Background: an optimization exercise with open tools, aiming at small area, a short achievable clock period and few clock cycles. Do not read the settings as production practice.
The RTL was checked by simulation tests, not by an equivalence proof against the original design.

// associative_memory
module associative_memory
(
	input Clk_CI, Reset_RI,
	input ValidIn_SI, ReadyIn_SI,
	output ReadyOut_SO, ValidOut_SO,
	input [2-1:0] ModeIn_SI,
	input [5-1:0] LabelIn_DI,
	input [0:1000-1] HypervectorIn_DI,
	output [5-1:0] LabelOut_DO,
	output [10-1:0] DistanceOut_DO
);
Size in the first run: ~49000 cells after synthesis, roughly 17000 flip-flops, about 1000 I/O pins, about 830000 um2 of cells after synthesis.
Settings: LEC_CHECK=0, CAP_MARGIN=40, CORE_MARGIN=2, CORE_UTILIZATION=55, CTS_CLUSTER_DIAMETER=80, CTS_CLUSTER_SIZE=24, SLEW_MARGIN=40, SYNTH_HIERARCHICAL=1, TNS_END_PERCENT=100; clock period 13.5 ns.
standard.sh (not shown) runs the stock make flow with config.mk's settings and CLKGATE_MAP_FILE= SYNTH_SCRIPT=/design/flow/synth_recipe.tcl, a recipe that flattens the netlist after the stock synthesis.
==> flow/flow/run.sh <==
#!/bin/bash
# Layout flow: the standard flow (standard.sh, all steps from synthesis to
# the final layout, with flow/config.mk's settings), changed in two ways:
#  - timing repair aims for 9 ns of setup slack on the 13.5 ns clock, so that
#    the repair steps keep working on paths longer than 4.5 ns;
#  - every port gets a sky130_fd_sc_hd__buf_2 buffer.
# The clock period, the constraints and everything else are the standard flow's.
# make's output goes to run_standard.log; each ORFS step logs under orfs/logs/.
set -euo pipefail
bash standard.sh SETUP_SLACK_MARGIN=9 "BUFFER_PORTS_ARGS=-buffer_cell sky130_fd_sc_hd__buf_2" finish > run_standard.log 2>&1
The first run finished with timing, DRC and antenna clean.
Testbench counts at the start, summed over its fixed seeds: cycles 1,112.
Change:
--- a/flow/design.v
+++ b/flow/design.v
@@ -154,25 +154,25 @@
 		S3Key_DP[j] <= Key_D[j] | {KW{~S2Valid_S[j]}};
 	S3Key_DP[NC-1] <= S2Valid_S[NC-1] ? Key_D[NC-1] : 2 * D + UOFF + KOFF;
 end
 localparam NG = 4;
 localparam [5*(NG+1)-1:0] GSTART = {5'd13, 5'd9, 5'd6, 5'd3, 5'd0};
 wire [DW-1:0] Dist_D [0:NC-1];
 generate
 	for (i = 0; i < NC; i = i + 1) begin : g_dist
 		assign Dist_D[i] = S3Key_DP[i][DW-1:0] + S3Pq_DP;
 	end
 endgenerate
 reg S4V_SP;
-reg [NG-1:0] GInv_DP;           
+reg [KW-1:0] GKey_DP [0:NG-1];
 reg [DW-1:0] GDist_DP [0:NG-1];
 reg [LW-1:0] GLab_DP [0:NG-1];
 genvar g;
 generate
 	for (g = 0; g < NG; g = g + 1) begin : g_grp
 		localparam integer LO = GSTART[5*g +: 5];
 		localparam integer HI = GSTART[5*(g+1) +: 5];
 		wire [NC-1:0] win;
 		for (i = 0; i < NC; i = i + 1) begin : g_w
 			if (i < LO || i >= HI) begin : g_out
 				assign win[i] = 1'b0;
 			end else begin : g_in
@@ -190,44 +190,44 @@
 		reg [LW-1:0] l;
 		always @(*) begin
 			k = {KW{1'b0}};
 			d = {DW{1'b0}};
 			l = {LW{1'b0}};
 			for (j = LO; j < HI; j = j + 1) begin
 				k = k | (S3Key_DP[j] & {KW{win[j]}});
 				d = d | (Dist_D[j] & {DW{win[j]}});
 				l = l | (S3Lab_D[j] & {LW{win[j]}});
 			end
 		end
 		always @(posedge Clk_CI) begin
-			GInv_DP[g] <= &k;
+			GKey_DP[g] <= k;
 			GDist_DP[g] <= d;
 			GLab_DP[g] <= l;
 		end
 	end
 endgenerate
 always @(posedge Clk_CI) begin
 	if (Reset_RI)
 		S4V_SP <= 1'b0;
 	else
 		S4V_SP <= S3V_SP;
 end
 wire [NG-1:0] Win_S;
 generate
 	for (i = 0; i < NG; i = i + 1) begin : g_gwin
 		wire [NG-1:0] beats;
 		for (m = 0; m < NG; m = m + 1) begin : g_b
 			if (m == i) assign beats[m] = 1'b1;
-			else if (m < i) assign beats[m] = ({GInv_DP[i], GDist_DP[i]} <= {GInv_DP[m], GDist_DP[m]});
-			else assign beats[m] = ({GInv_DP[i], GDist_DP[i]} < {GInv_DP[m], GDist_DP[m]});
+			else if (m < i) assign beats[m] = (GKey_DP[i] <= GKey_DP[m]);
+			else assign beats[m] = (GKey_DP[i] < GKey_DP[m]);
 		end
 		assign Win_S[i] = &beats;
 	end
 endgenerate
 reg [LW-1:0] ResL_D;
 reg [DW-1:0] ResD_D;
 always @(*) begin
 	ResL_D = {LW{1'b0}};
 	ResD_D = {DW{1'b0}};
 	for (j = 0; j < NG; j = j + 1) begin
 		ResL_D = ResL_D | (GLab_DP[j] & {LW{Win_S[j]}});
 		ResD_D = ResD_D | (GDist_DP[j] & {DW{Win_S[j]}});
Effect:
- The new run passed the timing, design-rule and antenna checks
- cell count increases by 0.62%
- clock-buffer cell count decreases by 7
- worst hold slack degrades by 4.9 ps
- synthesized cell count is about the same
- global-route usage barely changes
- setup slack degrades by 25 ps
- via count increases by 0.40%
- sequential share of layout area stays flat
- fmax decreases by 0.56%
- register-to-register slack degrades by 30 ps
- first-iteration DRC count increases by 2.7%
Testbench counts after the change, summed over its fixed seeds: cycles 1,112.


## rev 12
Another version of the RTL of associative_memory (not shown whole).
Size: about 1,000 I/O pins, ~830,000 um2 of cells after synthesis.
Settings: LEC_CHECK=0, CAP_MARGIN=20, CORE_MARGIN=2, CORE_UTILIZATION=55, CTS_CLUSTER_DIAMETER=80, CTS_CLUSTER_SIZE=24, SLEW_MARGIN=20, SYNTH_HIERARCHICAL=1, TNS_END_PERCENT=0; clock period 13.5 ns.
Scripts as last shown in full above: flow/flow/run.sh
Rev 12 went all the way through the flow, and no timing, DRC or antenna check failed.
Testbench counts of rev 12, summed over its fixed seeds: cycles 1,104.
## Diff of input files: rev 13 against rev 12
--- a/flow/design.v
+++ b/flow/design.v
@@ -18,25 +18,25 @@
 localparam [0:D-1] BIT_SELECT = 1000'b1111101100001010001101000111001110100111111010110010010010010000100111111000111010011100010110101001010100010101001001000100010011000100001011111100010000010011001100010101011010100011010010011010010100001001110101011100111001101111100101000100000100100001000011010000011010000111000011000111101101100010011100111001000111001101001000000100010111000111111010001001011000001101110001001111101010001100010111001111111011111000101100000010000100100001001010111110111001010011000111100101100011010101100110001000001011100110001101101000000111100100111100000001010000110110111011111010001111100101101101110110011010001100011010101001111011011001000011111101011001111001100001101101010100100110100111100111101110101011101101010110100111010110000100000000010010000000000001111011111010000110011110110111011100111100000111000110000100110111000100001111111011110101111100110100110111010111111111010101111001100100101110101111110111110100001000110001110010100010011000000110011110001110101111100111100011011101;
 localparam UOFF = 22;
 localparam KOFF = 4;
 integer j;
 genvar i, m;
 reg Ready_SP;
 reg [2:0] Outst_SP;              
 reg [FD-1:0] FifoV_SP;
 reg [LW-1:0] FifoL_SP [0:FD-1];
 reg [DW-1:0] FifoD_SP [0:FD-1];
 wire Accept_S  = ValidIn_SI & Ready_SP;
 wire AccPred_S = Accept_S & (ModeIn_SI == 2'b00);
-wire Pop_S     = FifoV_SP[0] & ReadyIn_SI;
+wire Pop_S     = FifoV_SP[0] & ReadyIn_SI;    
 wire [2:0] OutstN_S = Outst_SP + {2'b0, AccPred_S} - {2'b0, Pop_S};
 always @(posedge Clk_CI) begin
 	if (Reset_RI) begin
 		Outst_SP <= 3'd0;
 		Ready_SP <= 1'b1;
 	end else begin
 		Outst_SP <= OutstN_S;
 		Ready_SP <= (OutstN_S < FD);
 	end
 end
 assign ReadyOut_SO = Ready_SP;
 reg [0:D-1] Query_DP;
@@ -188,42 +188,55 @@
 reg [FD-1:0] Wr_S;
 always @(*) begin
 	ShV_S = Pop_S ? {1'b0, FifoV_SP[FD-1:1]} : FifoV_SP;
 	for (j = 0; j < FD; j = j + 1)
 		Wr_S[j] = S3V_SP & ~ShV_S[j] & ((j == 0) ? 1'b1 : ShV_S[j-1]);
 end
 always @(posedge Clk_CI) begin
 	if (Reset_RI)
 		FifoV_SP <= {FD{1'b0}};
 	else
 		FifoV_SP <= ShV_S | Wr_S;
 end
+reg OutV_SP;
+reg [LW-1:0] OutL_DP;
+reg [DW-1:0] OutD_DP;
+wire [LW-1:0] HeadL_D = Pop_S ? (Wr_S[0] ? ResL_D : FifoL_SP[1]) : (Wr_S[0] ? ResL_D : FifoL_SP[0]);
+wire [DW-1:0] HeadD_D = Pop_S ? (Wr_S[0] ? ResD_D : FifoD_SP[1]) : (Wr_S[0] ? ResD_D : FifoD_SP[0]);
+always @(posedge Clk_CI) begin
+	if (Reset_RI)
+		OutV_SP <= 1'b0;
+	else
+		OutV_SP <= ShV_S[0] | Wr_S[0];
+	OutL_DP <= HeadL_D;
+	OutD_DP <= HeadD_D;
+end
 generate
 	for (i = 0; i < FD; i = i + 1) begin : g_fifo
 		wire [LW-1:0] nl = (i == FD-1) ? {LW{1'b0}} : FifoL_SP[(i == FD-1) ? i : i+1];
 		wire [DW-1:0] nd = (i == FD-1) ? {DW{1'b0}} : FifoD_SP[(i == FD-1) ? i : i+1];
 		always @(posedge Clk_CI) begin
 			if (Wr_S[i]) begin
 				FifoL_SP[i] <= ResL_D;
 				FifoD_SP[i] <= ResD_D;
 			end else if (Pop_S) begin
 				FifoL_SP[i] <= nl;
 				FifoD_SP[i] <= nd;
 			end
 		end
 	end
 endgenerate
-assign ValidOut_SO = FifoV_SP[0];
-assign LabelOut_DO = FifoL_SP[0];
-assign DistanceOut_DO = FifoD_SP[0];
+assign ValidOut_SO = OutV_SP;
+assign LabelOut_DO = OutL_DP;
+assign DistanceOut_DO = OutD_DP;
 endmodule
 module am_pn_a (input [999:0] e, input [999:0] q, output [90:0] m);
   wire [999:0] x = ~(e & q);
   wire s1_1;
   wire c1_1;
   wire s1_2;
   wire c1_2;
   wire s1_3;
   wire c1_3;
   wire s1_4;
   wire c1_4;
   wire s1_5;
Findings:
Rev 13 against rev 12: non-clock inverter instance count of the final layout down 4, global-route usage +0.64 points, placer's final routability congestion estimate -0.0036, total standard cell area after synthesis shows no meaningful change.
On rev 13: final cycle utilization of the critical path is 1.3 points lower than what rev 12 gave.
Looking at clock skew, rev 13 sits 0.031 ns below rev 12.
Summary — via count, rev 13 relative to rev 12: higher, by 0.72%.
Rev 13 against rev 12: setup slack increased 0.18 ns; final area barely changed.
Testbench counts of rev 13, summed over its fixed seeds: cycles 1,104.

afterwards: timing with drivers on the ports:
The flow's constraints put no driver on any port. The routed layouts listed below were extracted and timed again, unchanged, in two steps. Step 1 sets driving cells, clkbuf_16 on the clock port and buf_2 on the other inputs (assumed; they add their load-dependent delay and slew). Step 2 also shifts input and output timing later by t, the mid clock arrival at the registers, as if the neighbouring blocks saw the same clock. Slacks: ideal ports / drivers / drivers and shift; pairs: ideal ports / drivers.
run	t, ns	setup slack, ns	worst setup path after step 2	clock arrival spread, ns
the first run of note 1	1.511	8.941 / 8.819 / 8.426	input to register	0.093 / 0.094
the second run of note 1	1.514	8.915 / 8.826 / 8.290	input to register	0.095 / 0.095
rev 12	1.475	8.302 / 8.302 / 7.757	input to register	0.129 / 0.128
rev 13	1.520	8.482 / 8.482 / 7.520	input to register	0.098 / 0.098
After both steps every run listed still meets setup and hold. The setup slack of rev 13, which loses most, moves by 0.000 ns with the drivers and by -0.962 ns with both steps.
